What follows belongs to an exercise in optimizing a design on an open flow for small area and a short achievable clock period; a production flow would make more cautious choices.
At most, simulation tests tie the RTL to the original design; equivalence was not proved.
For runs 1 to 3, only the layout was checked, not whether the RTL still works.

File: flow/flow/run.sh
#!/bin/bash
# Own layout flow: the standard ORFS layout, with port buffers of a small, fast buffer
# (buf_2) instead of the default the port buffering picks; every port still gets a buffer.
set -euo pipefail
export BUFFER_PORTS_ARGS="-buffer_cell sky130_fd_sc_hd__buf_2"
bash standard.sh > standard_flow.log 2>&1
File: flow/standard.sh
#!/bin/bash
# synth_recipe.tcl (not shown) runs the flow's synth.tcl, then flattens the netlist and writes it again
# the make line also repeats each setting of config.mk as NAME=value (left out here)
make -C /OpenROAD-flow-scripts/flow DESIGN_CONFIG=/design/flow/config.mk WORK_HOME=/design/flow/orfs CLKGATE_MAP_FILE= SYNTH_SCRIPT=/design/flow/synth_recipe.tcl "${@:-finish}"
File: flow/config.mk
export PLATFORM = sky130hd
export DESIGN_NAME = pe
export DESIGN_NICKNAME = pe
export VERILOG_FILES = /design/flow/design.v
export SDC_FILE = /design/flow/constraint.sdc
export NUM_CORES = 4
export LEC_CHECK = 0
export CAP_MARGIN = 20
export CORE_MARGIN = 2
export CORE_UTILIZATION = 40
export SLEW_MARGIN = 20
export SYNTH_HIERARCHICAL = 1
export SYNTH_MINIMUM_KEEP_SIZE = 0
File: flow/constraint.sdc
create_clock -name core_clock -period 10.5 [get_ports {clk}]
set_input_delay 2.1000 -clock core_clock [delete_from_list [all_inputs] [get_ports {clk}]]
set_output_delay 2.1000 -clock core_clock [all_outputs]
set_load 0.01 [all_outputs]
File: flow/design.v
module fa (
    input  a,
    input  b,
    input  ci,
    output s,
    output co
);
  assign s  = a ^ b ^ ci;
  assign co = (a & b) | (a & ci) | (b & ci);
endmodule
module ha (
    input  a,
    input  b,
    output s,
    output co
);
  assign s  = a ^ b;
  assign co = a & b;
endmodule
module add #(
    parameter HALFWORD_WIDTH = 16
) (
    input  signed [HALFWORD_WIDTH-1:0] A,
    input  signed [HALFWORD_WIDTH-1:0] B,
    output signed [HALFWORD_WIDTH-1:0] out
);
  assign out = A + B;
endmodule
module invb (
    input  [7:0] a,
    output [7:0] y
);
  assign y = ~a;
endmodule
module gate8 (
    input  [7:0] a,
    input        e0,
    input        e1,
    output [7:0] y
);
  assign y = a & {8{e0 & e1}};
endmodule
module signedm #(
    parameter DATA_SIZE      = 8,
    parameter HALFWORD_WIDTH = 16
) (
    input  signed [     DATA_SIZE-1:0] a,
                                       b,
    output signed [HALFWORD_WIDTH-1:0] data_out
);
  assign data_out = a * b;
endmodule
`timescale 1ns / 1ps
module pe (
    input               clk,
    input               rst,
    input  signed [7:0] weight,
    input  signed [7:0] inmap,
    input               inmap_vld,
    input               weight_vld,
    input  signed [7:0] bias,
    output signed [7:0] outmap,
    output              outmap_vld,
    output signed [15:0] outraw
);
  wire v = inmap_vld & weight_vld;
  reg  [4:0]  n;     
  reg  [15:0] acc;   
  wire z = (n == 5'd0);
  wire [15:0] base = z ? {{5{bias[7]}}, bias, 3'b0} : acc;
  wire [7:0] wg;
  gate8 u_gw (.a(weight), .e0(inmap_vld), .e1(weight_vld), .y(wg));
  wire one0 = inmap[0] ^ 1'b0;
  wire two0 = (inmap[1] & ~inmap[0] & ~1'b0) | (~inmap[1] & inmap[0] & 1'b0);
  wire neg0 = inmap[1] & ~(inmap[0] & 1'b0);
  wire pp0_0 = ((one0 & wg[0]) | (two0 & 1'b0)) ^ neg0;
  wire pp0_1 = ((one0 & wg[1]) | (two0 & wg[0])) ^ neg0;
  wire pp0_2 = ((one0 & wg[2]) | (two0 & wg[1])) ^ neg0;
  wire pp0_3 = ((one0 & wg[3]) | (two0 & wg[2])) ^ neg0;
  wire pp0_4 = ((one0 & wg[4]) | (two0 & wg[3])) ^ neg0;
  wire pp0_5 = ((one0 & wg[5]) | (two0 & wg[4])) ^ neg0;
  wire pp0_6 = ((one0 & wg[6]) | (two0 & wg[5])) ^ neg0;
  wire pp0_7 = ((one0 & wg[7]) | (two0 & wg[6])) ^ neg0;
  wire pp0_8 = ~(((one0 & wg[7]) | (two0 & wg[7])) ^ neg0);
  wire one1 = inmap[2] ^ inmap[1];
  wire two1 = (inmap[3] & ~inmap[2] & ~inmap[1]) | (~inmap[3] & inmap[2] & inmap[1]);
  wire neg1 = inmap[3] & ~(inmap[2] & inmap[1]);
  wire pp1_0 = ((one1 & wg[0]) | (two1 & 1'b0)) ^ neg1;
  wire pp1_1 = ((one1 & wg[1]) | (two1 & wg[0])) ^ neg1;
  wire pp1_2 = ((one1 & wg[2]) | (two1 & wg[1])) ^ neg1;
  wire pp1_3 = ((one1 & wg[3]) | (two1 & wg[2])) ^ neg1;
  wire pp1_4 = ((one1 & wg[4]) | (two1 & wg[3])) ^ neg1;
  wire pp1_5 = ((one1 & wg[5]) | (two1 & wg[4])) ^ neg1;
  wire pp1_6 = ((one1 & wg[6]) | (two1 & wg[5])) ^ neg1;
  wire pp1_7 = ((one1 & wg[7]) | (two1 & wg[6])) ^ neg1;
  wire pp1_8 = ~(((one1 & wg[7]) | (two1 & wg[7])) ^ neg1);
  wire one2 = inmap[4] ^ inmap[3];
  wire two2 = (inmap[5] & ~inmap[4] & ~inmap[3]) | (~inmap[5] & inmap[4] & inmap[3]);
  wire neg2 = inmap[5] & ~(inmap[4] & inmap[3]);
  wire pp2_0 = ((one2 & wg[0]) | (two2 & 1'b0)) ^ neg2;
  wire pp2_1 = ((one2 & wg[1]) | (two2 & wg[0])) ^ neg2;
  wire pp2_2 = ((one2 & wg[2]) | (two2 & wg[1])) ^ neg2;
  wire pp2_3 = ((one2 & wg[3]) | (two2 & wg[2])) ^ neg2;
  wire pp2_4 = ((one2 & wg[4]) | (two2 & wg[3])) ^ neg2;
  wire pp2_5 = ((one2 & wg[5]) | (two2 & wg[4])) ^ neg2;
  wire pp2_6 = ((one2 & wg[6]) | (two2 & wg[5])) ^ neg2;
  wire pp2_7 = ((one2 & wg[7]) | (two2 & wg[6])) ^ neg2;
  wire pp2_8 = ~(((one2 & wg[7]) | (two2 & wg[7])) ^ neg2);
  wire one3 = inmap[6] ^ inmap[5];
  wire two3 = (inmap[7] & ~inmap[6] & ~inmap[5]) | (~inmap[7] & inmap[6] & inmap[5]);
  wire neg3 = inmap[7] & ~(inmap[6] & inmap[5]);
  wire pp3_0 = ((one3 & wg[0]) | (two3 & 1'b0)) ^ neg3;
  wire pp3_1 = ((one3 & wg[1]) | (two3 & wg[0])) ^ neg3;
  wire pp3_2 = ((one3 & wg[2]) | (two3 & wg[1])) ^ neg3;
  wire pp3_3 = ((one3 & wg[3]) | (two3 & wg[2])) ^ neg3;
  wire pp3_4 = ((one3 & wg[4]) | (two3 & wg[3])) ^ neg3;
  wire pp3_5 = ((one3 & wg[5]) | (two3 & wg[4])) ^ neg3;
  wire pp3_6 = ((one3 & wg[6]) | (two3 & wg[5])) ^ neg3;
  wire pp3_7 = ((one3 & wg[7]) | (two3 & wg[6])) ^ neg3;
  wire pp3_8 = ~(((one3 & wg[7]) | (two3 & wg[7])) ^ neg3);
  wire basen8 = ~base[8];
  wire basen9 = ~base[9];
  wire basen11 = ~base[11];
  wire basen13 = ~base[13];
  wire basen15 = ~base[15];
  wire s0, c0;
  fa u_fa0 (.a(base[0]), .b(neg0), .ci(pp0_0), .s(s0), .co(c0));
  wire s1, c1;
  fa u_fa1 (.a(base[1]), .b(pp0_1), .ci(c0), .s(s1), .co(c1));
  wire s2, c2;
  fa u_fa2 (.a(base[2]), .b(neg1), .ci(pp0_2), .s(s2), .co(c2));
  wire s3, c3;
  fa u_fa3 (.a(pp1_0), .b(s2), .ci(c1), .s(s3), .co(c3));
  wire s4, c4;
  fa u_fa4 (.a(base[3]), .b(pp0_3), .ci(pp1_1), .s(s4), .co(c4));
  wire s5, c5;
  fa u_fa5 (.a(c2), .b(s4), .ci(c3), .s(s5), .co(c5));
  wire s6, c6;
  fa u_fa6 (.a(base[4]), .b(neg2), .ci(pp0_4), .s(s6), .co(c6));
  wire s7, c7;
  fa u_fa7 (.a(pp1_2), .b(pp2_0), .ci(c4), .s(s7), .co(c7));
  wire s8, c8;
  fa u_fa8 (.a(s6), .b(s7), .ci(c5), .s(s8), .co(c8));
  wire s9, c9;
  fa u_fa9 (.a(base[5]), .b(pp0_5), .ci(pp1_3), .s(s9), .co(c9));
  wire s10, c10;
  fa u_fa10 (.a(pp2_1), .b(c6), .ci(s9), .s(s10), .co(c10));
  wire s11, c11;
  fa u_fa11 (.a(c7), .b(s10), .ci(c8), .s(s11), .co(c11));
  wire s12, c12;
  fa u_fa12 (.a(base[6]), .b(neg3), .ci(pp0_6), .s(s12), .co(c12));
  wire s13, c13;
  fa u_fa13 (.a(pp1_4), .b(pp2_2), .ci(pp3_0), .s(s13), .co(c13));
  wire s14, c14;
  fa u_fa14 (.a(c9), .b(s12), .ci(s13), .s(s14), .co(c14));
  wire hs0, hc0;
  ha u_ha0 (.a(c10), .b(s14), .s(hs0), .co(hc0));
  wire s15, c15;
  fa u_fa15 (.a(base[7]), .b(pp0_7), .ci(pp1_5), .s(s15), .co(c15));
  wire s16, c16;
  fa u_fa16 (.a(pp2_3), .b(pp3_1), .ci(c12), .s(s16), .co(c16));
  wire s17, c17;
  fa u_fa17 (.a(c13), .b(s15), .ci(c14), .s(s17), .co(c17));
  wire hs1, hc1;
  ha u_ha1 (.a(s16), .b(hc0), .s(hs1), .co(hc1));
  wire s18, c18;
  fa u_fa18 (.a(basen8), .b(pp0_8), .ci(pp1_6), .s(s18), .co(c18));
  wire s19, c19;
  fa u_fa19 (.a(pp2_4), .b(pp3_2), .ci(c15), .s(s19), .co(c19));
  wire s20, c20;
  fa u_fa20 (.a(s18), .b(c16), .ci(s19), .s(s20), .co(c20));
  wire hs2, hc2;
  ha u_ha2 (.a(c17), .b(s20), .s(hs2), .co(hc2));
  wire s21, c21;
  fa u_fa21 (.a(basen9), .b(base[8]), .ci(pp1_7), .s(s21), .co(c21));
  wire s22, c22;
  fa u_fa22 (.a(pp2_5), .b(pp3_3), .ci(c18), .s(s22), .co(c22));
  wire s23, c23;
  fa u_fa23 (.a(s21), .b(c19), .ci(s22), .s(s23), .co(c23));
  wire hs3, hc3;
  ha u_ha3 (.a(c20), .b(s23), .s(hs3), .co(hc3));
  wire s24, c24;
  fa u_fa24 (.a(base[10]), .b(base[9]), .ci(pp1_8), .s(s24), .co(c24));
  wire s25, c25;
  fa u_fa25 (.a(pp2_6), .b(pp3_4), .ci(c21), .s(s25), .co(c25));
  wire s26, c26;
  fa u_fa26 (.a(s24), .b(c22), .ci(s25), .s(s26), .co(c26));
  wire hs4, hc4;
  ha u_ha4 (.a(c23), .b(s26), .s(hs4), .co(hc4));
  wire s27, c27;
  fa u_fa27 (.a(basen11), .b(pp2_7), .ci(pp3_5), .s(s27), .co(c27));
  wire s28, c28;
  fa u_fa28 (.a(c24), .b(s27), .ci(c25), .s(s28), .co(c28));
  wire hs5, hc5;
  ha u_ha5 (.a(c26), .b(s28), .s(hs5), .co(hc5));
  wire s29, c29;
  fa u_fa29 (.a(base[12]), .b(base[11]), .ci(pp2_8), .s(s29), .co(c29));
  wire s30, c30;
  fa u_fa30 (.a(pp3_6), .b(c27), .ci(s29), .s(s30), .co(c30));
  wire hs6, hc6;
  ha u_ha6 (.a(s30), .b(c28), .s(hs6), .co(hc6));
  wire s31, c31;
  fa u_fa31 (.a(basen13), .b(pp3_7), .ci(c29), .s(s31), .co(c31));
  wire hs7, hc7;
  ha u_ha7 (.a(c30), .b(s31), .s(hs7), .co(hc7));
  wire s32, c32;
  fa u_fa32 (.a(base[14]), .b(base[13]), .ci(pp3_8), .s(s32), .co(c32));
  wire hs8, hc8;
  ha u_ha8 (.a(s32), .b(c31), .s(hs8), .co(hc8));
  wire w0 = basen15 ^ c32;
  wire [15:0] sx = {w0, hs8, hs7, hs6, hs5, hc3, hc2, hc1, s17, hs0, s11, s8, s5, s3, s1, s0};
  wire [15:0] sy = {hc8, hc7, hc6, hc5, hc4, hs4, hs3, hs2, hs1, c11, 1'b0, 1'b0, 1'b0, 1'b0, 1'b0, 1'b0};
  wire [15:0] t = sx + sy;
  wire [6:0] r = t[9:3] + t[2];
  assign outraw = t & {16{v}};
  assign outmap = {1'b0, r & {7{v & ~t[15]}}};
  assign outmap_vld = (n == 5'd24);
  always @(posedge clk) acc <= t;
  always @(posedge clk or posedge rst) begin
    if (rst) n <= 5'd0;
    else if (v) n <= (n == 5'd24) ? 5'd0 : n + 5'd1;
  end
endmodule
==> metrics.csv, run 1 <==
metric,value,unit
outcome,timing/DRC/antenna clean,
number of synthesized flops with an enable pin,0,
later-pin clock latency in the skew report,270,ps
worst min-delay path category,reg -> reg,
gpl congestion,0.8627,
Synth Net Count,444,
CTS tree,yes,
Final Instance Count excl. Fillers,490,
synth cell count leaders,"nand2_1, xnor2_1, fa_1",
Core Area,7647,um^2
via count of the first global-routing pass,2349,
dominant cells by area after synthesis,"fa_1, xnor2_1, dfxtp_1",
Max Cap Violations,0,
share of layout cells above drive strength 1,17.53,%
clk buf depth,2,
row count,32,
"Slew Viols, Final",0,
postcts setup bufs,0,
Worst Path Required,8400,ps
HP Start,n[1]$_DFFE_PP0P_,
IO Count,53,
Synth cell types,44,
synthesis-to-layout area growth,10.24,%
"CTS clk-pin slew, worst paths",80,ps
Port Buffer Count,51,
DP Wirelength,5911,um
Setup crit end kind,output port,
Synth Instances,357,
Critical Path Source,inmap_vld,
wire length per cell,14.37,um
clk_skew,3.339,ps
clk sinks,21,
"Avg Cell Area, Syn",8.765,um^2
Inst Count DP,486,
DRT Pass-1 Iters,4,
total CTS buffers,3,
first-pass GRT wire length,11440,um
sequential element share of the synthesized area,14.23,%
synth warn,7,
setup_tns,0,ps
worst hold slack,605.2,ps
start of the worst register-to-register path,n[0]$_DFFE_PP0P_,
final period utilization,86.85,%
post-DR vias/cell,5.153,
remaining global-route overflow,0,
Post-Synthesis Cell Area,3129,um^2
FMAX,0.1097,GHz
clock root buffer,clkbuf_8,
Starting Density,40.92,%
Most used DFF post-synth,dfxtp_1,
NumNets Final,476,
hold_buf cts,0,
RSZ-0062 raised after global routing,no,
final-report setup violation count,0,
Total Wirelength,7043,um
initial DRC count,132,
share of the synthesized area in the top cell type,21.75,%
initial antenna violation count,0,
arrival time at the worst endpoint,7020,ps
die width,92.45,um
top-count cell post-synth,nand2_1,
chip height,92.45,um
post-synth top area cell,fa_1,
Final Hold Viols,0,
Startpoint Class,input port,
Slew @ Worst Pin,572.3,ps
#FFs+latches synth,21,
ANT nets after route,0,
min cycle time layout,9119,ps
cts repair resizes,0,
antenna fix cells,0,
ys async rst share,23.81,%
total number of vias,2525,
Overall Global Routing Usage,16.57,%
maximum number of pins on one net before global-route repair,21,
die footprint,8547,um^2
worst setup path category,in -> out,
slew margin rel.,61.59,%
CP max FO,18,
H-Tree Depth,1,
DRC Markers,0,
## placed cells by master (no fill, tap or decap), drive strengths merged, types with 2 or more instances in the layout
| master | instances |
|---|---|
| a22oi | 21 |
| mux2i | 4 |
| xor2 | 9 |
| ha | 25 |
| nor2b | 2 |
| or3 | 3 |
| a211oi | 5 |
| a21oi | 26 |
| a21o | 6 |
| o21ai | 13 |
| buf | 51 |
| nor2 | 3 |
| dfrtp | 5 |
| and3 | 20 |
| and2 | 12 |
| nand4 | 3 |
| nand3 | 5 |
| fa | 34 |
| a31oi | 2 |
| inv | 19 |
| clkbuf | 3 |
| xnor2 | 38 |
| nand2b | 6 |
| nand2 | 44 |
| dfxtp | 16 |
## kinds of logic after synthesis
| logic type | after synthesis | synth area share (%) |
|---|---|---|
| other | 1 | 0.1198 |
| muxes | 5 | 1.639 |
| and+or+nand+nor | 105 | 18.07 |
| AOI/OAI and AO/OA | 76 | 15.27 |
| DFF | 21 | 14.23 |
| buffers and inverters | 43 | 5.758 |
| xor gates and xnor gates | 47 | 13.15 |
| adders and majority gates | 59 | 31.75 |
## Yosys stat by module (local to each module, per instance)
module / times used / flops+latches / cells inside / area [um^2]
fa: 33 / 0 / 1 / 20.02
pe: 1 / 21 / 307 / 2306
ha: 9 / 0 / 1 / 12.51
gate8: 1 / 0 / 8 / 50.05
## worst paths after layout
| check | to | slack (ps) | cells after the start |
|---|---|---|---|
| worst max-delay path | outraw[12] | 1380 | 18 |
| worst min-delay path | n[3]$_DFFE_PP0P_ | 610 | 2 |
| worst max register to register | acc[12]$_DFF_P_ | 4680 | 17 |
| worst min register to register | n[3]$_DFFE_PP0P_ | 610 | 2 |
| max in group asynchronous | n[1]$_DFFE_PP0P_ | 8610 | 2 |
| min in group asynchronous | n[2]$_DFFE_PP0P_ | 1710 | 2 |
## worst max-delay path, cell delays in order
cell	delay (ps)
buf_2	230
and3_1	380
nand2_1	110
xnor2_1	150
fa_1	400
fa_1	390
fa_1	390
fa_1	400
fa_1	390
fa_1	370
ha_1	240
fa_1	420
a21o_1	170
a21o_1	200
a21oi_1	190
mux2i_1	240
a31oi_1	100
buf_2	160
## state kept, by name, summed over array words and instances (netlist names)
| signal | count |
|---|---|
| acc | 16 |
| n | 5 |
## routing by layer
metal  vias to the layer above  share of wire, %  track usage, %
li1                       1276                 -               -
met1                      1200                44           21.20
met4                         0              0.62           2.612
met3                         5               3.1           2.116
met5                         -                 0               0
met2                        44                53           30.29
## layout make-up
cell class                 instances  area (um^2)
tap                              102        127.6
sequential                        21        445.4
inverter                          19        71.32
clock buffer                       3        41.29
fill                             756         4198
timing repair buffer              51        255.2
clock inverter                     1        5.005
multi-input combinational        293         2504
## through the flow
stage               utilization, %  worst slack [ps]  instance area (um^2)
CTS                          45.11              1403                  3450
finish                       45.11              1381                  3450
floorplan                        -              1717                  3129
global placement             44.50              1501                  3403
global route                 45.11              1072                  3450
detailed placement           44.50              1406                  3403
==> inputs of run 2 (changes only) <==
--- a/flow/design.v
+++ b/flow/design.v
@@ -153,63 +153,63 @@
   fa u_fa13 (.a(pp1_4), .b(pp2_2), .ci(pp3_0), .s(s13), .co(c13));
   wire s14, c14;
   fa u_fa14 (.a(c9), .b(s12), .ci(s13), .s(s14), .co(c14));
+  wire s15, c15;
+  fa u_fa15 (.a(c10), .b(s14), .ci(c11), .s(s15), .co(c15));
+  wire s16, c16;
+  fa u_fa16 (.a(base[7]), .b(pp0_7), .ci(pp1_5), .s(s16), .co(c16));
+  wire s17, c17;
+  fa u_fa17 (.a(pp2_3), .b(pp3_1), .ci(c12), .s(s17), .co(c17));
+  wire s18, c18;
+  fa u_fa18 (.a(c13), .b(s16), .ci(c14), .s(s18), .co(c18));
+  wire s19, c19;
+  fa u_fa19 (.a(s17), .b(s18), .ci(c15), .s(s19), .co(c19));
+  wire s20, c20;
+  fa u_fa20 (.a(basen8), .b(pp0_8), .ci(pp1_6), .s(s20), .co(c20));
+  wire s21, c21;
+  fa u_fa21 (.a(pp2_4), .b(pp3_2), .ci(c16), .s(s21), .co(c21));
+  wire s22, c22;
+  fa u_fa22 (.a(s20), .b(c17), .ci(s21), .s(s22), .co(c22));
   wire hs0, hc0;
-  ha u_ha0 (.a(c10), .b(s14), .s(hs0), .co(hc0));
-  wire s15, c15;
-  fa u_fa15 (.a(base[7]), .b(pp0_7), .ci(pp1_5), .s(s15), .co(c15));
-  wire s16, c16;
-  fa u_fa16 (.a(pp2_3), .b(pp3_1), .ci(c12), .s(s16), .co(c16));
-  wire s17, c17;
-  fa u_fa17 (.a(c13), .b(s15), .ci(c14), .s(s17), .co(c17));
+  ha u_ha0 (.a(c18), .b(s22), .s(hs0), .co(hc0));
+  wire s23, c23;
+  fa u_fa23 (.a(basen9), .b(base[8]), .ci(pp1_7), .s(s23), .co(c23));
+  wire s24, c24;
+  fa u_fa24 (.a(pp2_5), .b(pp3_3), .ci(c20), .s(s24), .co(c24));
+  wire s25, c25;
+  fa u_fa25 (.a(s23), .b(c21), .ci(s24), .s(s25), .co(c25));
   wire hs1, hc1;
-  ha u_ha1 (.a(s16), .b(hc0), .s(hs1), .co(hc1));
-  wire s18, c18;
-  fa u_fa18 (.a(basen8), .b(pp0_8), .ci(pp1_6), .s(s18), .co(c18));
-  wire s19, c19;
-  fa u_fa19 (.a(pp2_4), .b(pp3_2), .ci(c15), .s(s19), .co(c19));
-  wire s20, c20;
-  fa u_fa20 (.a(s18), .b(c16), .ci(s19), .s(s20), .co(c20));
+  ha u_ha1 (.a(c22), .b(s25), .s(hs1), .co(hc1));
+  wire s26, c26;
+  fa u_fa26 (.a(base[10]), .b(base[9]), .ci(pp1_8), .s(s26), .co(c26));
+  wire s27, c27;
+  fa u_fa27 (.a(pp2_6), .b(pp3_4), .ci(c23), .s(s27), .co(c27));
+  wire s28, c28;
+  fa u_fa28 (.a(s26), .b(c24), .ci(s27), .s(s28), .co(c28));
   wire hs2, hc2;
-  ha u_ha2 (.a(c17), .b(s20), .s(hs2), .co(hc2));
-  wire s21, c21;
-  fa u_fa21 (.a(basen9), .b(base[8]), .ci(pp1_7), .s(s21), .co(c21));
-  wire s22, c22;
-  fa u_fa22 (.a(pp2_5), .b(pp3_3), .ci(c18), .s(s22), .co(c22));
-  wire s23, c23;
-  fa u_fa23 (.a(s21), .b(c19), .ci(s22), .s(s23), .co(c23));
+  ha u_ha2 (.a(c25), .b(s28), .s(hs2), .co(hc2));
+  wire s29, c29;
+  fa u_fa29 (.a(basen11), .b(pp2_7), .ci(pp3_5), .s(s29), .co(c29));
+  wire s30, c30;
+  fa u_fa30 (.a(c26), .b(s29), .ci(c27), .s(s30), .co(c30));
   wire hs3, hc3;
-  ha u_ha3 (.a(c20), .b(s23), .s(hs3), .co(hc3));
-  wire s24, c24;
-  fa u_fa24 (.a(base[10]), .b(base[9]), .ci(pp1_8), .s(s24), .co(c24));
-  wire s25, c25;
-  fa u_fa25 (.a(pp2_6), .b(pp3_4), .ci(c21), .s(s25), .co(c25));
-  wire s26, c26;
-  fa u_fa26 (.a(s24), .b(c22), .ci(s25), .s(s26), .co(c26));
+  ha u_ha3 (.a(c28), .b(s30), .s(hs3), .co(hc3));
+  wire s31, c31;
+  fa u_fa31 (.a(base[12]), .b(base[11]), .ci(pp2_8), .s(s31), .co(c31));
+  wire s32, c32;
+  fa u_fa32 (.a(pp3_6), .b(c29), .ci(s31), .s(s32), .co(c32));
   wire hs4, hc4;
-  ha u_ha4 (.a(c23), .b(s26), .s(hs4), .co(hc4));
-  wire s27, c27;
-  fa u_fa27 (.a(basen11), .b(pp2_7), .ci(pp3_5), .s(s27), .co(c27));
-  wire s28, c28;
-  fa u_fa28 (.a(c24), .b(s27), .ci(c25), .s(s28), .co(c28));
+  ha u_ha4 (.a(s32), .b(c30), .s(hs4), .co(hc4));
+  wire s33, c33;
+  fa u_fa33 (.a(basen13), .b(pp3_7), .ci(c31), .s(s33), .co(c33));
   wire hs5, hc5;
-  ha u_ha5 (.a(c26), .b(s28), .s(hs5), .co(hc5));
-  wire s29, c29;
-  fa u_fa29 (.a(base[12]), .b(base[11]), .ci(pp2_8), .s(s29), .co(c29));
-  wire s30, c30;
-  fa u_fa30 (.a(pp3_6), .b(c27), .ci(s29), .s(s30), .co(c30));
+  ha u_ha5 (.a(c32), .b(s33), .s(hs5), .co(hc5));
+  wire s34, c34;
+  fa u_fa34 (.a(base[14]), .b(base[13]), .ci(pp3_8), .s(s34), .co(c34));
   wire hs6, hc6;
-  ha u_ha6 (.a(s30), .b(c28), .s(hs6), .co(hc6));
-  wire s31, c31;
-  fa u_fa31 (.a(basen13), .b(pp3_7), .ci(c29), .s(s31), .co(c31));
-  wire hs7, hc7;
-  ha u_ha7 (.a(c30), .b(s31), .s(hs7), .co(hc7));
-  wire s32, c32;
-  fa u_fa32 (.a(base[14]), .b(base[13]), .ci(pp3_8), .s(s32), .co(c32));
-  wire hs8, hc8;
-  ha u_ha8 (.a(s32), .b(c31), .s(hs8), .co(hc8));
-  wire w0 = basen15 ^ c32;
-  wire [15:0] sx = {w0, hs8, hs7, hs6, hs5, hc3, hc2, hc1, s17, hs0, s11, s8, s5, s3, s1, s0};
-  wire [15:0] sy = {hc8, hc7, hc6, hc5, hc4, hs4, hs3, hs2, hs1, c11, 1'b0, 1'b0, 1'b0, 1'b0, 1'b0, 1'b0};
+  ha u_ha6 (.a(s34), .b(c33), .s(hs6), .co(hc6));
+  wire w0 = basen15 ^ c34;
+  wire [15:0] sx = {w0, hs6, hs5, hs4, hs3, hc1, hc0, hs0, s19, s15, s11, s8, s5, s3, s1, s0};
+  wire [15:0] sy = {hc6, hc5, hc4, hc3, hc2, hs2, hs1, c19, 1'b0, 1'b0, 1'b0, 1'b0, 1'b0, 1'b0, 1'b0, 1'b0};
   wire [15:0] t = sx + sy;
   wire [6:0] r = t[9:3] + t[2];
   assign outraw = t & {16{v}};
==> metrics.csv, run 2 <==
metric,value,unit,change
post-synth top area cell,fa_1,,unchanged
total CTS buffers,3,,unchanged
worst r2r dst,acc[14]$_DFF_P_,,was acc[12]$_DFF_P_
Startpoint Class,input port,,unchanged
Top reg by flops,acc,,unchanged
Slowest cell on crit path,fa_1,,unchanged
clk_skew,13.13,ps,was 3.339 ps
chip height,91.04,um,was 92.45 um
Setup crit end kind,output port,,unchanged
largest registers,"acc (16), n (5)",,unchanged
cts repair resizes,0,,unchanged
arrival time at the worst endpoint,7470,ps,was 7020 ps
final-report setup violation count,0,,unchanged
cell count of the worst reg-to-reg path,19,,was 17
synth warn,7,,unchanged
CP Cell Sequence,buf_2 -> and3_1 -> nand2_1 -> xnor2_1 -> fa_1 -> fa_1 -> fa_1 -> fa_1 -> fa_1 -> fa_1 -> fa_1 -> fa_1 -> ha_1 -> fa_1 -> a21o_1 -> a21oi_1 -> o21bai_1 -> mux2i_1 -> a21oi_1 -> buf_2,,was buf_2 -> and3_1 -> nand2_1 -> xnor2_1 -> fa_1 -> fa_1 -> fa_1 -> fa_1 -> fa_1 -> fa_1 -> ha_1 -> fa_1 -> a21o_1 -> a21o_1 -> a21oi_1 -> mux2i_1 -> a31oi_1 -> buf_2
Worst Path Required,8400,ps,about the same
Post-Synthesis Cell Area,3030,um^2,was 3129 um^2
worst hold slack,609.8,ps,was 605.2 ps
Synth cell types,47,,was 44
share of layout cells above drive strength 1,18.50,%,was 17.53%
max FFs per register,16,,unchanged
gpl congestion,0.9487,,was 0.8627
CTS tree,yes,,unchanged
synthesis-to-layout area growth,11.77,%,was 10.24%
Port Buffer Count,51,,unchanged
crit-path max cell delay,410,ps,was 420 ps
worst setup path category,in -> out,,unchanged
antenna fix cells,0,,unchanged
postcts setup bufs,0,,unchanged
Critical Path Source,inmap_vld,,unchanged
hold_buf cts,0,,unchanged
setup_tns,0,ps,unchanged
Most used DFF post-synth,dfxtp_1,,unchanged
initial antenna violation count,0,,unchanged
later-pin clock latency in the skew report,270,ps,about the same
NumNets Final,459,,was 476
sequential element share of the synthesized area,14.70,%,was 14.23%
start of the worst register-to-register path,n[0]$_DFFE_PP0P_,,unchanged
outcome,timing/DRC/antenna clean,,unchanged
maximum number of pins on one net before global-route repair,21,,unchanged
synth cell count leaders,"nand2_1, xnor2_1, fa_1",,unchanged
ys async rst share,23.81,%,unchanged
Core Area,7292,um^2,was 7647 um^2
proportion of synthesized area in mux cells,2.023,%,was 1.639%
die width,91.04,um,was 92.45 um
number of synthesized flops with an enable pin,0,,unchanged
Worst R2R Setup Slack,4060,ps,was 4680 ps
RSZ-0062 raised after global routing,no,,unchanged
post-DR vias/cell,5.184,,was 5.153
slew margin rel.,56.37,%,was 61.59%
Inst Count DP,468,,was 486
fillers,761,,was 756
clk buf depth,2,,unchanged
DRC Markers,0,,unchanged
min cycle time layout,9569,ps,was 9119 ps
Adder-Cell Fraction of Synth Area,32.45,%,was 31.75%
"CTS clk-pin slew, worst paths",90,ps,was 80 ps
Synth Instances,337,,was 357
FMAX,0.1045,GHz,was 0.1097 GHz
#FFs+latches synth,21,,unchanged
share of the synthesized area in the top cell type,23.78,%,was 21.75%
top-count cell post-synth,nand2_1,,unchanged
IO Count,53,,unchanged
"Avg Cell Area, Syn",8.992,um^2,was 8.765 um^2
Starting Density,41.56,%,was 40.92%
wire length per cell,14.40,um,was 14.37 um
simple-gate portion of the synthesized area,17.63,%,was 18.07%
final period utilization,91.14,%,was 86.85%
Total Wirelength,6797,um,was 7043 um
DP Wirelength,5738,um,was 5911 um
largest family of logic cells by synthesized area,adder cells,,unchanged
most frequent cells in the layout,"buf_2, nand2_1, xnor2_1",,unchanged
Max Cap Violations,0,,unchanged
remaining global-route overflow,0,,unchanged
area of the multi-input gates,2424,um^2,was 2504 um^2
CP most frequent cell,fa_1,,unchanged
worst min-delay path category,reg -> reg,,unchanged
total number of vias,2447,,was 2525
Overall Global Routing Usage,17.14,%,was 16.57%
CP max FO,8,,was 18
CP endpoint,outraw[14],,was outraw[12]
clock root buffer,clkbuf_8,,unchanged
initial DRC count,209,,was 132
dominant cells by area after synthesis,"fa_1, xnor2_1, dfxtp_1",,unchanged
ANT nets after route,0,,unchanged
Post-Synth XOR/XNOR Area,14.08,%,was 13.15%
Reg area,445.4,um^2,unchanged
Synth Area in Compound Gates,13.67,%,was 15.27%
clk sinks,21,,unchanged
die footprint,8288,um^2,was 8547 um^2
Final Instance Count excl. Fillers,472,,was 490
H-Tree Depth,1,,unchanged
"Slew Viols, Final",0,,unchanged
"most common cell after layout, fill and taps aside",buf_2,,unchanged
first-pass GRT wire length,11330,um,was 11440 um
Synth Net Count,422,,was 444
Final Hold Viols,0,,unchanged
Slew @ Worst Pin,651.7,ps,was 572.3 ps
via count of the first global-routing pass,2349,,unchanged
DRT Pass-1 Iters,4,,unchanged
row count,31,,was 32
==> run 2: changes by cell type after synthesis, sizes merged, moves of 3 or more <==
cell    delta
nor3       +5
ha         -4
nand2      -4
a21o       -3
a21oi      -6
nor2       +3
a211oi     -5
==> run 2: layer usage <==
layer  vias up  share of wire [%]  global-route usage [%]
met2        68                 48                   28.15
met5         -                  0                       0
met4         0                1.0                   4.293
li1       1204                  -                       -
met3         4                4.7                   1.826
met1      1171                 46                   24.20
==> run 2: metrics by stage <==
stage / utilization (%) / worst slack [ps] / area, um^2
after floorplan: - / 1032 / 3030
after global placement: 45.78 / 992.8 / 3338
after detailed placement: 45.78 / 945.2 / 3338
after CTS: 46.45 / 910.7 / 3387
after global routing: 46.45 / 578.6 / 3387
final: 46.45 / 930.5 / 3387
==> run 2: kinds of logic after synthesis <==
kind of cell,Yosys count
flip-flops,21
AND/OR/NAND/NOR,101
buffers and inverters,40
XOR/XNOR,47
other,1
adder cells (fa/ha/maj),57
AO/OA/AOI/OAI,64
multiplexers,6
==> run 2: area by class of cell <==
class	count	share of cell area, %
Tap cell	99	3.657
Timing Repair Buffer	54	8.201
Clock inverter	1	0.2216
Clock buffer	3	1.219
Inverter	18	1.995
Multi-Input combinational cell	276	71.56
Sequential cell	21	13.15
==> run 2: critical path: cells and delay by family <==
| family | cells | cell delay (ps) |
|---|---|---|
| mux | 1 | 180 |
| xor+xnor | 1 | 140 |
| buf+inv | 2 | 230 |
| simple gates | 2 | 450 |
| compound gates | 4 | 580 |
| fa+ha+maj | 10 | 3770 |
==> run 2: worst min-delay path by stage <==
stage,start,endpoint,cells after the start
6_report,n[1]$_DFFE_PP0P_,n[1]$_DFFE_PP0P_,2
5_1_grt,n[1]$_DFFE_PP0P_,n[1]$_DFFE_PP0P_,2
4_1_cts,n[1]$_DFFE_PP0P_,n[3]$_DFFE_PP0P_,2
3_5_place_dp,n[1]$_DFFE_PP0P_,n[1]$_DFFE_PP0P_,2
3_3_place_gp,n[1]$_DFFE_PP0P_,n[3]$_DFFE_PP0P_,2
2_1_floorplan,n[1]$_DFFE_PP0P_,n[3]$_DFFE_PP0P_,2
==> run 2: modules after synthesis (local to each module, per instance) <==
module	flip-flops and latches	area, um^2	cells	times used
pe	21	2192	287	1
gate8	0	50.05	8	1
ha	0	12.51	1	7
fa	0	20.02	1	35
==> inputs of run 3 (changes only) <==
--- a/flow/design.v
+++ b/flow/design.v
@@ -133,83 +133,83 @@
   fa u_fa3 (.a(pp1_0), .b(s2), .ci(c1), .s(s3), .co(c3));
   wire s4, c4;
   fa u_fa4 (.a(base[3]), .b(pp0_3), .ci(pp1_1), .s(s4), .co(c4));
+  wire hs0, hc0;
+  ha u_ha0 (.a(c2), .b(s4), .s(hs0), .co(hc0));
   wire s5, c5;
-  fa u_fa5 (.a(c2), .b(s4), .ci(c3), .s(s5), .co(c5));
+  fa u_fa5 (.a(base[4]), .b(neg2), .ci(pp0_4), .s(s5), .co(c5));
   wire s6, c6;
-  fa u_fa6 (.a(base[4]), .b(neg2), .ci(pp0_4), .s(s6), .co(c6));
+  fa u_fa6 (.a(pp1_2), .b(pp2_0), .ci(c4), .s(s6), .co(c6));
+  wire hs1, hc1;
+  ha u_ha1 (.a(s5), .b(hc0), .s(hs1), .co(hc1));
   wire s7, c7;
-  fa u_fa7 (.a(pp1_2), .b(pp2_0), .ci(c4), .s(s7), .co(c7));
+  fa u_fa7 (.a(base[5]), .b(pp0_5), .ci(pp1_3), .s(s7), .co(c7));
   wire s8, c8;
-  fa u_fa8 (.a(s6), .b(s7), .ci(c5), .s(s8), .co(c8));
+  fa u_fa8 (.a(pp2_1), .b(c5), .ci(s7), .s(s8), .co(c8));
+  wire hs2, hc2;
+  ha u_ha2 (.a(c6), .b(hc1), .s(hs2), .co(hc2));
   wire s9, c9;
-  fa u_fa9 (.a(base[5]), .b(pp0_5), .ci(pp1_3), .s(s9), .co(c9));
+  fa u_fa9 (.a(base[6]), .b(neg3), .ci(pp0_6), .s(s9), .co(c9));
   wire s10, c10;
-  fa u_fa10 (.a(pp2_1), .b(c6), .ci(s9), .s(s10), .co(c10));
+  fa u_fa10 (.a(pp1_4), .b(pp2_2), .ci(pp3_0), .s(s10), .co(c10));
   wire s11, c11;
-  fa u_fa11 (.a(c7), .b(s10), .ci(c8), .s(s11), .co(c11));
+  fa u_fa11 (.a(c7), .b(s9), .ci(s10), .s(s11), .co(c11));
+  wire hs3, hc3;
+  ha u_ha3 (.a(c8), .b(s11), .s(hs3), .co(hc3));
   wire s12, c12;
-  fa u_fa12 (.a(base[6]), .b(neg3), .ci(pp0_6), .s(s12), .co(c12));
+  fa u_fa12 (.a(base[7]), .b(pp0_7), .ci(pp1_5), .s(s12), .co(c12));
   wire s13, c13;
-  fa u_fa13 (.a(pp1_4), .b(pp2_2), .ci(pp3_0), .s(s13), .co(c13));
+  fa u_fa13 (.a(pp2_3), .b(pp3_1), .ci(c9), .s(s13), .co(c13));
   wire s14, c14;
-  fa u_fa14 (.a(c9), .b(s12), .ci(s13), .s(s14), .co(c14));
+  fa u_fa14 (.a(c10), .b(s12), .ci(c11), .s(s14), .co(c14));
+  wire hs4, hc4;
+  ha u_ha4 (.a(s13), .b(hc3), .s(hs4), .co(hc4));
   wire s15, c15;
-  fa u_fa15 (.a(c10), .b(s14), .ci(c11), .s(s15), .co(c15));
+  fa u_fa15 (.a(basen8), .b(pp0_8), .ci(pp1_6), .s(s15), .co(c15));
   wire s16, c16;
-  fa u_fa16 (.a(base[7]), .b(pp0_7), .ci(pp1_5), .s(s16), .co(c16));
+  fa u_fa16 (.a(pp2_4), .b(pp3_2), .ci(c12), .s(s16), .co(c16));
   wire s17, c17;
-  fa u_fa17 (.a(pp2_3), .b(pp3_1), .ci(c12), .s(s17), .co(c17));
+  fa u_fa17 (.a(s15), .b(c13), .ci(s16), .s(s17), .co(c17));
+  wire hs5, hc5;
+  ha u_ha5 (.a(c14), .b(s17), .s(hs5), .co(hc5));
   wire s18, c18;
-  fa u_fa18 (.a(c13), .b(s16), .ci(c14), .s(s18), .co(c18));
+  fa u_fa18 (.a(basen9), .b(base[8]), .ci(pp1_7), .s(s18), .co(c18));
   wire s19, c19;
-  fa u_fa19 (.a(s17), .b(s18), .ci(c15), .s(s19), .co(c19));
+  fa u_fa19 (.a(pp2_5), .b(pp3_3), .ci(c15), .s(s19), .co(c19));
   wire s20, c20;
-  fa u_fa20 (.a(basen8), .b(pp0_8), .ci(pp1_6), .s(s20), .co(c20));
+  fa u_fa20 (.a(s18), .b(c16), .ci(s19), .s(s20), .co(c20));
+  wire hs6, hc6;
+  ha u_ha6 (.a(c17), .b(s20), .s(hs6), .co(hc6));
   wire s21, c21;
-  fa u_fa21 (.a(pp2_4), .b(pp3_2), .ci(c16), .s(s21), .co(c21));
+  fa u_fa21 (.a(base[10]), .b(base[9]), .ci(pp1_8), .s(s21), .co(c21));
   wire s22, c22;
-  fa u_fa22 (.a(s20), .b(c17), .ci(s21), .s(s22), .co(c22));
-  wire hs0, hc0;
-  ha u_ha0 (.a(c18), .b(s22), .s(hs0), .co(hc0));
+  fa u_fa22 (.a(pp2_6), .b(pp3_4), .ci(c18), .s(s22), .co(c22));
   wire s23, c23;
-  fa u_fa23 (.a(basen9), .b(base[8]), .ci(pp1_7), .s(s23), .co(c23));
+  fa u_fa23 (.a(s21), .b(c19), .ci(s22), .s(s23), .co(c23));
+  wire hs7, hc7;
+  ha u_ha7 (.a(c20), .b(s23), .s(hs7), .co(hc7));
   wire s24, c24;
-  fa u_fa24 (.a(pp2_5), .b(pp3_3), .ci(c20), .s(s24), .co(c24));
+  fa u_fa24 (.a(basen11), .b(pp2_7), .ci(pp3_5), .s(s24), .co(c24));
   wire s25, c25;
-  fa u_fa25 (.a(s23), .b(c21), .ci(s24), .s(s25), .co(c25));
-  wire hs1, hc1;
-  ha u_ha1 (.a(c22), .b(s25), .s(hs1), .co(hc1));
+  fa u_fa25 (.a(c21), .b(s24), .ci(c22), .s(s25), .co(c25));
+  wire hs8, hc8;
+  ha u_ha8 (.a(c23), .b(s25), .s(hs8), .co(hc8));
   wire s26, c26;
-  fa u_fa26 (.a(base[10]), .b(base[9]), .ci(pp1_8), .s(s26), .co(c26));
+  fa u_fa26 (.a(base[12]), .b(base[11]), .ci(pp2_8), .s(s26), .co(c26));
   wire s27, c27;
-  fa u_fa27 (.a(pp2_6), .b(pp3_4), .ci(c23), .s(s27), .co(c27));
+  fa u_fa27 (.a(pp3_6), .b(c24), .ci(s26), .s(s27), .co(c27));
+  wire hs9, hc9;
+  ha u_ha9 (.a(s27), .b(c25), .s(hs9), .co(hc9));
   wire s28, c28;
-  fa u_fa28 (.a(s26), .b(c24), .ci(s27), .s(s28), .co(c28));
-  wire hs2, hc2;
-  ha u_ha2 (.a(c25), .b(s28), .s(hs2), .co(hc2));
+  fa u_fa28 (.a(basen13), .b(pp3_7), .ci(c26), .s(s28), .co(c28));
+  wire hs10, hc10;
+  ha u_ha10 (.a(c27), .b(s28), .s(hs10), .co(hc10));
   wire s29, c29;
-  fa u_fa29 (.a(basen11), .b(pp2_7), .ci(pp3_5), .s(s29), .co(c29));
-  wire s30, c30;
-  fa u_fa30 (.a(c26), .b(s29), .ci(c27), .s(s30), .co(c30));
-  wire hs3, hc3;
-  ha u_ha3 (.a(c28), .b(s30), .s(hs3), .co(hc3));
-  wire s31, c31;
-  fa u_fa31 (.a(base[12]), .b(base[11]), .ci(pp2_8), .s(s31), .co(c31));
-  wire s32, c32;
-  fa u_fa32 (.a(pp3_6), .b(c29), .ci(s31), .s(s32), .co(c32));
-  wire hs4, hc4;
-  ha u_ha4 (.a(s32), .b(c30), .s(hs4), .co(hc4));
-  wire s33, c33;
-  fa u_fa33 (.a(basen13), .b(pp3_7), .ci(c31), .s(s33), .co(c33));
-  wire hs5, hc5;
-  ha u_ha5 (.a(c32), .b(s33), .s(hs5), .co(hc5));
-  wire s34, c34;
-  fa u_fa34 (.a(base[14]), .b(base[13]), .ci(pp3_8), .s(s34), .co(c34));
-  wire hs6, hc6;
-  ha u_ha6 (.a(s34), .b(c33), .s(hs6), .co(hc6));
-  wire w0 = basen15 ^ c34;
-  wire [15:0] sx = {w0, hs6, hs5, hs4, hs3, hc1, hc0, hs0, s19, s15, s11, s8, s5, s3, s1, s0};
-  wire [15:0] sy = {hc6, hc5, hc4, hc3, hc2, hs2, hs1, c19, 1'b0, 1'b0, 1'b0, 1'b0, 1'b0, 1'b0, 1'b0, 1'b0};
+  fa u_fa29 (.a(base[14]), .b(base[13]), .ci(pp3_8), .s(s29), .co(c29));
+  wire hs11, hc11;
+  ha u_ha11 (.a(s29), .b(c28), .s(hs11), .co(hc11));
+  wire w0 = basen15 ^ c29;
+  wire [15:0] sx = {w0, hs11, hs10, hs9, hs8, hc6, hc5, hc4, s14, hc2, s8, s6, hs0, s3, s1, s0};
+  wire [15:0] sy = {hc11, hc10, hc9, hc8, hc7, hs7, hs6, hs5, hs4, hs3, hs2, hs1, c3, 1'b0, 1'b0, 1'b0};
   wire [15:0] t = sx + sy;
   wire [6:0] r = t[9:3] + t[2];
   assign outraw = t & {16{v}};
==> metrics.csv, run 3 <==
metric,value,unit,change
dominant cells by area after synthesis,"fa_1, ha_1, xnor2_1",,"was fa_1, xnor2_1, dfxtp_1"
clk_skew,5.317,ps,was 13.13 ps
largest registers,"acc (16), n (5)",,unchanged
gpl congestion,0.9206,,was 0.9487
Max Cap Violations,0,,unchanged
share of the synthesized area in the top cell type,18.79,%,was 23.78%
Total Wirelength,7813,um,was 6797 um
later-pin clock latency in the skew report,260,ps,was 270 ps
Startpoint Class,input port,,unchanged
antenna fix cells,0,,unchanged
clk sinks,21,,unchanged
Placed Area,3588,um^2,was 3338 um^2
start of the worst register-to-register path,n[0]$_DFFE_PP0P_,,unchanged
synth cell count leaders,"xnor2_1, nand2_1, fa_1, ha_1, inv_1",,"was nand2_1, xnor2_1, fa_1"
"most common cell after layout, fill and taps aside",buf_2,,unchanged
hold_buf cts,0,,unchanged
Synth cell types,58,,was 47
Core Area,8093,um^2,was 7292 um^2
Top reg by flops,acc,,unchanged
Slew @ Worst Pin,696.8,ps,was 651.7 ps
CP max FO,20,,was 8
Final Hold Viols,0,,unchanged
synthesis-to-layout area growth,10.04,%,was 11.77%
IO Count,53,,unchanged
FMAX,0.1141,GHz,was 0.1045 GHz
Synth Instances,384,,was 337
arrival time at the worst endpoint,6660,ps,was 7470 ps
die width,94.88,um,was 91.04 um
worst hold slack,597.3,ps,was 609.8 ps
total CTS buffers,3,,unchanged
clk buf depth,2,,unchanged
post-route design area,3635,um^2,was 3387 um^2
top-count cell post-synth,xnor2_1,,was nand2_1
final-report setup violation count,0,,unchanged
setup_tns,0,ps,unchanged
die footprint,9001,um^2,was 8288 um^2
clock root buffer,clkbuf_8,,unchanged
simple-gate portion of the synthesized area,18.71,%,was 17.63%
final period utilization,83.45,%,was 91.14%
#FFs+latches synth,21,,unchanged
Synth Net Count,474,,was 422
slew margin rel.,53.35,%,was 56.37%
post-DR vias/cell,5.148,,was 5.184
postcts setup bufs,0,,unchanged
WHS Path Cells,2,,unchanged
synth warn,7,,unchanged
worst hold endpoint,n[1]$_DFFE_PP0P_,,unchanged
min cycle time layout,8762,ps,was 9569 ps
DRC Markers,0,,unchanged
largest family of logic cells by synthesized area,adder cells,,unchanged
"Slew Viols, Final",0,,unchanged
CTS tree,yes,,unchanged
cts repair resizes,0,,unchanged
Worst Path Required,8400,ps,about the same
outcome,timing/DRC/antenna clean,,unchanged
row count,33,,was 31
Overall Global Routing Usage,18.60,%,was 17.14%
first-pass GRT wire length,13050,um,was 11330 um
Most used DFF post-synth,dfxtp_1,,unchanged
share of layout cells above drive strength 1,17.51,%,was 18.50%
wire length per cell,14.97,um,was 14.40 um
Starting Density,40.82,%,was 41.56%
via count of the first global-routing pass,2698,,was 2349
ANT nets after route,0,,unchanged
DP Wirelength,6410,um,was 5738 um
ys async rst share,23.81,%,unchanged
Setup crit end kind,output port,,unchanged
max FFs per register,16,,unchanged
post-synth top area cell,fa_1,,unchanged
Post-Synth XOR/XNOR Area,13.75,%,was 14.08%
RSZ-0062 raised after global routing,no,,unchanged
worst r2r dst,acc[15]$_DFF_P_,,was acc[14]$_DFF_P_
chip height,94.88,um,was 91.04 um
most frequent cells in the layout,"buf_2, xnor2_1, nand2_1",,"was buf_2, nand2_1, xnor2_1"
remaining global-route overflow,0,,unchanged
Worst R2R Setup Slack,5460,ps,was 4060 ps
total number of vias,2687,,was 2447
sequential element share of the synthesized area,13.48,%,was 14.70%
HP Start,n[1]$_DFFE_PP0P_,,unchanged
number of synthesized flops with an enable pin,0,,unchanged
worst min-delay path category,reg -> reg,,unchanged
NumNets Final,508,,was 459
Synth Area in Compound Gates,15.76,%,was 13.67%
Post-Synthesis Cell Area,3303,um^2,was 3030 um^2
H-Tree Depth,1,,unchanged
Adder-Cell Fraction of Synth Area,30.53,%,was 32.45%
"Avg Cell Area, Syn",8.602,um^2,was 8.992 um^2
maximum number of pins on one net before global-route repair,21,,unchanged
cell count of the worst reg-to-reg path,16,,was 19
Port Buffer Count,51,,unchanged
DRT Pass-1 Iters,4,,unchanged
worst setup path category,in -> out,,unchanged
initial DRC count,94,,was 209
proportion of synthesized area in mux cells,1.629,%,was 2.023%
"CTS clk-pin slew, worst paths",80,ps,was 90 ps
initial antenna violation count,0,,unchanged
run 3: changes by cell type after synthesis, moves of 3 or more:
| cell | delta |
|---|---|
| and2_1 | +3 |
| and3_1 | -6 |
| fa_1 | -5 |
| ha_1 | +10 |
| inv_1 | +8 |
| mux2i_1 | -3 |
| nand2b_1 | +3 |
| nor2_1 | +11 |
| nor3_1 | -4 |
| o21ai_0 | +10 |
| xnor2_1 | +3 |
run 3: Yosys stat by module (local to each module, per instance):
module | cells inside | flip-flops and latches | times used
ha | 1 | 0 | 12
fa | 1 | 0 | 30
gate8 | 8 | 0 | 1
pe | 334 | 21 | 1
run 3: worst max-delay path by stage:
stage | from | end | slack [ps] | cells past startpoint
after floorplan | inmap[1] | outmap[2] | 2180 | 16
after global placement | inmap[1] | outmap[0] | 1890 | 17
after detailed placement | inmap[1] | outmap[0] | 1740 | 17
after CTS | inmap[1] | outmap[0] | 1740 | 17
after global routing | inmap[1] | outmap[0] | 1420 | 17
final | inmap[1] | outmap[0] | 1740 | 17
run 3: layout make-up:
cell class / instances / area [um^2]
fillers: 838 / 4458
multi-input cells: 315 / 2659
flip-flops and latches: 21 / 445.4
repair buffers: 51 / 255.2
well taps: 105 / 131.4
inverters: 26 / 97.59
clock buffers: 3 / 41.29
clock inverters: 1 / 5.005
run 3: through the flow:
stage,setup slack [ps],utilization [%],instances
finish,1738,44.91,522
detailed placement,1744,44.34,518
global placement,1885,44.34,518
floorplan,2184,-,384
global route,1416,44.91,522
CTS,1738,44.91,522
run 3: kinds of logic (layout without fill, tap and decap cells):
kind of cell             Yosys count  in the layout
flip-flops                        21             21
buffers and inverters             48             81
AO/OA/AOI/OAI                     81             81
XOR/XNOR                          51             51
adder cells (fa/ha/maj)           62             62
multiplexers                       4              4
other                              1              1
AND/OR/NAND/NOR                  116            116
run 3: critical path, cell delays in order:
cell      delay, ps
buf_2           350
nand2_1         100
o21ai_1         430
a22oi_1         170
xnor2_1         170
fa_1            380
fa_1            510
fa_1            420
ha_1            290
ha_1            360
a21o_1          180
a311oi_1        270
nor2_1           80
a211o_2         310
mux2i_4         300
nor2_1           80
buf_2           150
run 3: routing by layer:
metal  routed length [um]  up-vias  GRT usage (%)
met5                    0        -              0
met2                 3847       64          31.86
li1                     -     1368              -
met3                  315        8          2.873
met4                   99        0          3.382
met1                 3551     1247          25.07
==> inputs of run 4 (changes only) <==
--- a/flow/design.v
+++ b/flow/design.v
@@ -67,7 +67,7 @@
   reg  [4:0]  n;     
   reg  [15:0] acc;   
   wire z = (n == 5'd0);
-  wire [15:0] base = z ? {{5{bias[7]}}, bias, 3'b0} : acc;
+  wire [15:0] base = (v & z) ? {{5{bias[7]}}, bias, 3'b0} : (v ? acc : 16'd0);
   wire [7:0] wg;
   gate8 u_gw (.a(weight), .e0(inmap_vld), .e1(weight_vld), .y(wg));
   wire one0 = inmap[0] ^ 1'b0;
@@ -212,10 +212,10 @@
   wire [15:0] sy = {hc11, hc10, hc9, hc8, hc7, hs7, hs6, hs5, hs4, hs3, hs2, hs1, c3, 1'b0, 1'b0, 1'b0};
   wire [15:0] t = sx + sy;
   wire [6:0] r = t[9:3] + t[2];
-  assign outraw = t & {16{v}};
-  assign outmap = {1'b0, r & {7{v & ~t[15]}}};
+  assign outraw = t;
+  assign outmap = {1'b0, r & {7{~t[15]}}};
   assign outmap_vld = (n == 5'd24);
-  always @(posedge clk) acc <= t;
+  always @(posedge clk) acc <= t | (acc & {16{~v}});
   always @(posedge clk or posedge rst) begin
     if (rst) n <= 5'd0;
     else if (v) n <= (n == 5'd24) ? 5'd0 : n + 5'd1;
==> metrics.csv, run 4 <==
metric,value,unit,change
"CTS clk-pin slew, worst paths",70,ps,was 80 ps
DRC Markers,0,,unchanged
later-pin clock latency in the skew report,260,ps,about the same
arrival time at the worst endpoint,6750,ps,was 6660 ps
hold_buf cts,0,,unchanged
antenna fix cells,0,,unchanged
"most common cell after layout, fill and taps aside",buf_2,,unchanged
Synth Net Count,449,,was 474
Final Instance Count excl. Fillers,493,,was 522
setup_tns,0,ps,unchanged
clk_skew,1.153,ps,was 5.317 ps
synth warn,7,,unchanged
via count of the first global-routing pass,2573,,was 2698
die footprint,8697,um^2,was 9001 um^2
WHS Path Cells,2,,unchanged
initial DRC count,94,,unchanged
post-DR vias/cell,5.176,,was 5.148
worst r2r dst,acc[15]$_DFF_P_,,unchanged
Final WS setup,1648,ps,was 1738 ps
sequential element share of the synthesized area,13.98,%,was 13.48%
gpl congestion,0.8685,,was 0.9206
Core Area,7727,um^2,was 8093 um^2
Post-Synthesis Cell Area,3187,um^2,was 3303 um^2
synth cell count leaders,"xnor2_1, fa_1, ha_1",,"was xnor2_1, nand2_1, fa_1, ha_1, inv_1"
wire length per cell,14.72,um,was 14.97 um
synthesis-to-layout area growth,10.40,%,was 10.04%
Inst Count DP,489,,was 518
row count,32,,was 33
Total Wirelength,7259,um,was 7813 um
start of the worst register-to-register path,n[0]$_DFFE_PP0P_,,unchanged
first-pass GRT wire length,12740,um,was 13050 um
Port Buffer Count,51,,unchanged
worst setup path category,in -> out,,unchanged
Placement Setup Slack,1271,ps,was 1744 ps
clk sinks,21,,unchanged
Worst Path Required,8400,ps,about the same
Synth Instances,359,,was 384
CTS tree,yes,,unchanged
final-report setup violation count,0,,unchanged
chip height,93.26,um,was 94.88 um
initial antenna violation count,0,,unchanged
Top reg by flops,acc,,unchanged
cts repair resizes,0,,unchanged
final period utilization,84.31,%,was 83.45%
RSZ-0062 raised after global routing,no,,unchanged
share of the synthesized area in the top cell type,19.47,%,was 18.79%
worst min-delay path category,reg -> reg,,unchanged
ANT nets after route,0,,unchanged
dominant cells by area after synthesis,"fa_1, ha_1, xnor2_1",,unchanged
die width,93.26,um,was 94.88 um
"Avg Cell Area, Syn",8.877,um^2,was 8.602 um^2
Max Cap Violations,0,,unchanged
post-route design area,3518,um^2,was 3635 um^2
Overall Global Routing Usage,17.98,%,was 18.60%
ys async rst share,23.81,%,unchanged
postcts setup bufs,0,,unchanged
Startpoint Class,input port,,unchanged
top-count cell post-synth,xnor2_1,,unchanged
IO Count,53,,unchanged
Final Util,45.53,%,was 44.91%
min cycle time layout,8852,ps,was 8762 ps
outcome,timing/DRC/antenna clean,,unchanged
max FFs per register,16,,unchanged
FMAX,0.1130,GHz,was 0.1141 GHz
clk buf depth,2,,unchanged
Most used DFF post-synth,dfxtp_1,,unchanged
clock root buffer,clkbuf_8,,unchanged
H-Tree Depth,1,,unchanged
Worst R2R Setup Slack,5360,ps,was 5460 ps
Placed Area,3471,um^2,was 3588 um^2
CP max FO,25,,was 20
#FFs+latches synth,21,,unchanged
post-synth top area cell,fa_1,,unchanged
most frequent cells in the layout,"buf_2, xnor2_1, fa_1, ha_1, nand2_1",,"was buf_2, xnor2_1, nand2_1"
NumNets Final,482,,was 508
number of synthesized flops with an enable pin,0,,unchanged
maximum number of pins on one net before global-route repair,26,,was 21
DP Wirelength,6031,um,was 6410 um
slew margin rel.,57.40,%,was 53.35%
cell count of the worst reg-to-reg path,17,,was 16
DRT Pass-1 Iters,4,,unchanged
HP Start,acc[4]$_DFF_P_,,was n[1]$_DFFE_PP0P_
"Slew Viols, Final",0,,unchanged
Synth cell types,47,,was 58
Setup crit end kind,output port,,unchanged
Starting Density,41.24,%,was 40.82%
total number of vias,2552,,was 2687
Slew @ Worst Pin,636.1,ps,was 696.8 ps
worst hold endpoint,acc[4]$_DFF_P_,,was n[1]$_DFFE_PP0P_
remaining global-route overflow,0,,unchanged
share of layout cells above drive strength 1,16.88,%,was 17.51%
total CTS buffers,3,,unchanged
Final Hold Viols,0,,unchanged
largest registers,"acc (16), n (5)",,unchanged
run 4: cell count changes after synthesis, moves of 4 or more:
| cell | before | now |
|---|---|---|
| nor2_1 | 17 | 11 |
| inv_1 | 23 | 18 |
| nand3_1 | 3 | 7 |
| a22o_1 | 1 | 5 |
| and2_1 | 16 | 6 |
| a21o_1 | 2 | 19 |
| and3_1 | 13 | 9 |
| o21ai_0 | 18 | 10 |
| nand2_1 | 40 | 26 |
run 4: critical path, stage by stage:
cell and delay (ps):
buf_2 160, nand2_1 70, buf_4 210, nor2b_2 540, a22oi_1 280, fa_1 510, fa_1 510, fa_1 430
ha_1 290, ha_1 390, a21oi_1 220, o21ai_0 150, nand3_1 100, o211ai_1 130, xnor2_2 390, nor2b_1 90
buf_2 150
run 4: per-stage QoR:
stage	hold WS (ps)
finish	443.5
global route	457.6
global placement	425.0
detailed placement	431.6
CTS	446.5
floorplan	417.6
run 4: logic make-up after synthesis:
group / Yosys count / synth area share (%)
compound gates: 95 / 19.95
simple gates: 81 / 13.23
fa+ha+maj: 62 / 31.65
xor+xnor: 51 / 14.25
buf+inv: 45 / 5.811
flops: 21 / 13.98
mux: 3 / 1.021
other cells: 1 / 0.1177
run 4: per-module statistics from Yosys (local to each module, per instance):
module  times used  flops+latches  area, um^2  cells inside
pe               1             21        2386           309
ha              12              0       12.51             1
gate8            1              0       50.05             8
fa              30              0       20.02             1
run 4: worst max path at each step:
stage	start	end	slack [ps]	cells past startpoint
global placement	inmap_vld	outmap[5]	1320	17
floorplan	inmap[1]	outmap[6]	2260	15
finish	inmap_vld	outmap[1]	1650	17
detailed placement	inmap_vld	outmap[1]	1270	17
CTS	inmap_vld	outmap[1]	1240	17
global route	inmap_vld	outmap[5]	1190	17
run 4: layout make-up:
class	count	area [um^2]
inverters	21	78.83
repair buffers	52	262.8
clock buffers	4	45.04
flip-flops and latches	21	445.4
multi-input cells	293	2559
fillers	752	4209
well taps	102	127.6
run 4: routing by layer:
metal | GRT usage (%) | share of wire, % | up-vias
li1 | - | - | 1296
met3 | 1.692 | 3.4 | 6
met2 | 27.70 | 44 | 53
met5 | 0 | 0 | -
met1 | 27.41 | 52 | 1197
met4 | 3.676 | 1.2 | 0
==> inputs of run 5 (changes only) <==
--- a/flow/config.mk
+++ b/flow/config.mk
@@ -8,6 +8,6 @@
 export CAP_MARGIN = 20
 export CORE_MARGIN = 2
 export CORE_UTILIZATION = 40
-export SLEW_MARGIN = 20
+export SLEW_MARGIN = 60
 export SYNTH_HIERARCHICAL = 1
 export SYNTH_MINIMUM_KEEP_SIZE = 0
==> metrics.csv, run 5 <==
metric,value,unit,change
number of synthesized flops with an enable pin,0,,unchanged
clk_skew,2.968,ps,was 1.153 ps
die footprint,8697,um^2,unchanged
Startpoint Class,input port,,unchanged
postcts setup bufs,0,,unchanged
arrival time at the worst endpoint,6630,ps,was 6750 ps
outcome,timing/DRC/antenna clean,,unchanged
"Slew Viols, Final",0,,unchanged
Synth Instances,359,,unchanged
final period utilization,83.15,%,was 84.31%
synth warn,7,,unchanged
sequential element share of the synthesized area,13.98,%,unchanged
Placed Area,3482,um^2,was 3471 um^2
RSZ-0062 raised after global routing,no,,unchanged
Top Metal Used,met4,,unchanged
CP most frequent cell,fa_1,,unchanged
clock root buffer,clkbuf_8,,unchanged
dominant cells by area after synthesis,"fa_1, ha_1, xnor2_1",,unchanged
Setup crit end kind,output port,,unchanged
DR WL met2,3152,um,was 3168 um
post-DR vias/cell,5.219,,was 5.176
Core Area,7727,um^2,unchanged
hold_buf cts,0,,unchanged
crit-path max cell delay,530,ps,was 540 ps
Worst Path Required,8400,ps,about the same
synth cell count leaders,"xnor2_1, fa_1, ha_1",,unchanged
Final WS setup,1769,ps,was 1648 ps
DP Wirelength,5987,um,was 6031 um
Final Hold Viols,0,,unchanged
DR WL met3,266,um,was 244 um
post-synth top area cell,fa_1,,unchanged
setup_tns,0,ps,unchanged
top-count cell post-synth,xnor2_1,,unchanged
largest registers,"acc (16), n (5)",,unchanged
later-pin clock latency in the skew report,260,ps,about the same
CTS tree,yes,,unchanged
most frequent cells in the layout,"buf_2, xnor2_1, fa_1, ha_1, nand2_1",,unchanged
slew margin rel.,61.96,%,was 57.40%
Placement Setup Slack,1745,ps,was 1271 ps
DRC Markers,0,,unchanged
Overall Global Routing Usage,17.79,%,was 17.98%
maximum number of pins on one net before global-route repair,26,,unchanged
Most used DFF post-synth,dfxtp_1,,unchanged
FMAX,0.1145,GHz,was 0.1130 GHz
synthesis-to-layout area growth,10.68,%,was 10.40%
ys async rst share,23.81,%,unchanged
#FFs+latches synth,21,,unchanged
final-report setup violation count,0,,unchanged
max FFs per register,16,,unchanged
Total Wirelength,7255,um,was 7259 um
gpl congestion,0.8685,,unchanged
cts repair resizes,0,,unchanged
Post-Synthesis Cell Area,3187,um^2,unchanged
Synth cell types,47,,unchanged
post-route design area,3527,um^2,was 3518 um^2
first-pass GRT wire length,12500,um,was 12740 um
wire length per cell,14.72,um,about the same
remaining global-route overflow,0,,unchanged
ANT nets after route,0,,unchanged
"CTS clk-pin slew, worst paths",70,ps,about the same
Slew @ Worst Pin,566.8,ps,was 636.1 ps
total CTS buffers,3,,unchanged
wl on met1,3731,um,was 3757 um
antenna fix cells,0,,unchanged
## run 5: area by class of cell
cell class | count | area, um^2
flip-flops and latches | 21 | 445.4
clock buffers | 4 | 45.04
inverters | 21 | 78.83
well taps | 102 | 127.6
multi-input cells | 293 | 2567
repair buffers | 52 | 262.8
fillers | 753 | 4200
## run 5: Yosys stat by module, one instance, submodules excluded
module	cell area [um^2]	flip-flops and latches	cells
pe	2386	21	309
gate8	50.05	0	8
fa	20.02	0	1
ha	12.51	0	1
## run 5: path summary, 6_finish.rpt
check / depth (start not counted) / start / slack, ps / to
setup / recovery: 16 / inmap[1] / 1770 / outmap[1]
hold / removal: 2 / acc[4]$_DFF_P_ / 440 / acc[4]$_DFF_P_
setup reg to reg: 17 / n[0]$_DFFE_PP0P_ / 5430 / acc[15]$_DFF_P_
hold reg to reg: 2 / acc[4]$_DFF_P_ / 440 / acc[4]$_DFF_P_
max in group asynchronous: 2 / rst / 8610 / n[0]$_DFFE_PP0P_
min in group asynchronous: 2 / rst / 1720 / n[4]$_DFFE_PP0P_
## run 5: cells by family (layout without fill, tap and decap cells)
family                   Yosys count  after routing  share of synthesized area, %
AO/OA/AOI/OAI                     95             95                         19.95
XOR/XNOR                          51             51                         14.25
adder cells (fa/ha/maj)           62             62                         31.65
buffers and inverters             45             77                         5.811
flip-flops                        21             21                         13.98
multiplexers                       3              3                         1.021
other                              1              1                        0.1177
AND/OR/NAND/NOR                   81             81                         13.23
## run 5: per-layer routing
metal  vias up  GRT usage, %
met5         -             0
li1       1302             -
met3         7         1.692
met1      1203         27.07
met4         0         4.779
met2        61         26.86
## run 5: worst max-delay path: cells and delay by family
family,cells,cell delay [ps]
buffers and inverters,2,510
and+or+nand+nor,2,180
adders and majority gates,5,1980
AOI/OAI and AO/OA,5,1280
xor gates and xnor gates,2,570
## run 5: stage by stage
stage / utilization [%] / hold WS [ps] / instances
finish: 45.64 / 444.0 / 493
global route: 45.64 / 456.5 / 493
CTS: 45.64 / 446.3 / 493
detailed placement: 45.06 / 431.6 / 489
global placement: 44.92 / 425.0 / 489
floorplan: - / 417.6 / 359

-- what the ideal ports hide --
The flow's constraints put no driver on any port. The routed layouts listed below were extracted and timed again, unchanged, in two steps. Step 1, drivers: a clkbuf_16 drives clk and a buf_2 each remaining input, both assumed. Step 2 moves the port delays by t, midway between the first and last clock arrival at a register: inputs arrive t later, outputs are due t later. That takes back most of the time a late clock gives input paths. Three values: no drivers, after step 1, after step 2; two values: the first two.
| run | shift t [ns] | setup slack, ns | worst slew at a driven data input, ns | pins driven straight from the clock port |
|---|---|---|---|---|
| run 1 | 0.293 | 1.381 / 1.359 / 1.359 | 0.03 | 1 |
| run 2 | 0.288 | 0.931 / 0.898 / 0.898 | 0.03 | 1 |
| run 3 | 0.288 | 1.738 / 1.710 / 1.710 | 0.04 | 1 |
| run 4 | 0.280 | 1.648 / 1.628 / 1.628 | 0.03 | 1 |
| run 5 | 0.283 | 1.769 / 1.747 / 1.747 | 0.03 | 1 |
After both steps every run listed still meets setup and hold. The setup slack of run 2, which loses most, moves by -0.033 ns with the drivers and by -0.033 ns with both steps.
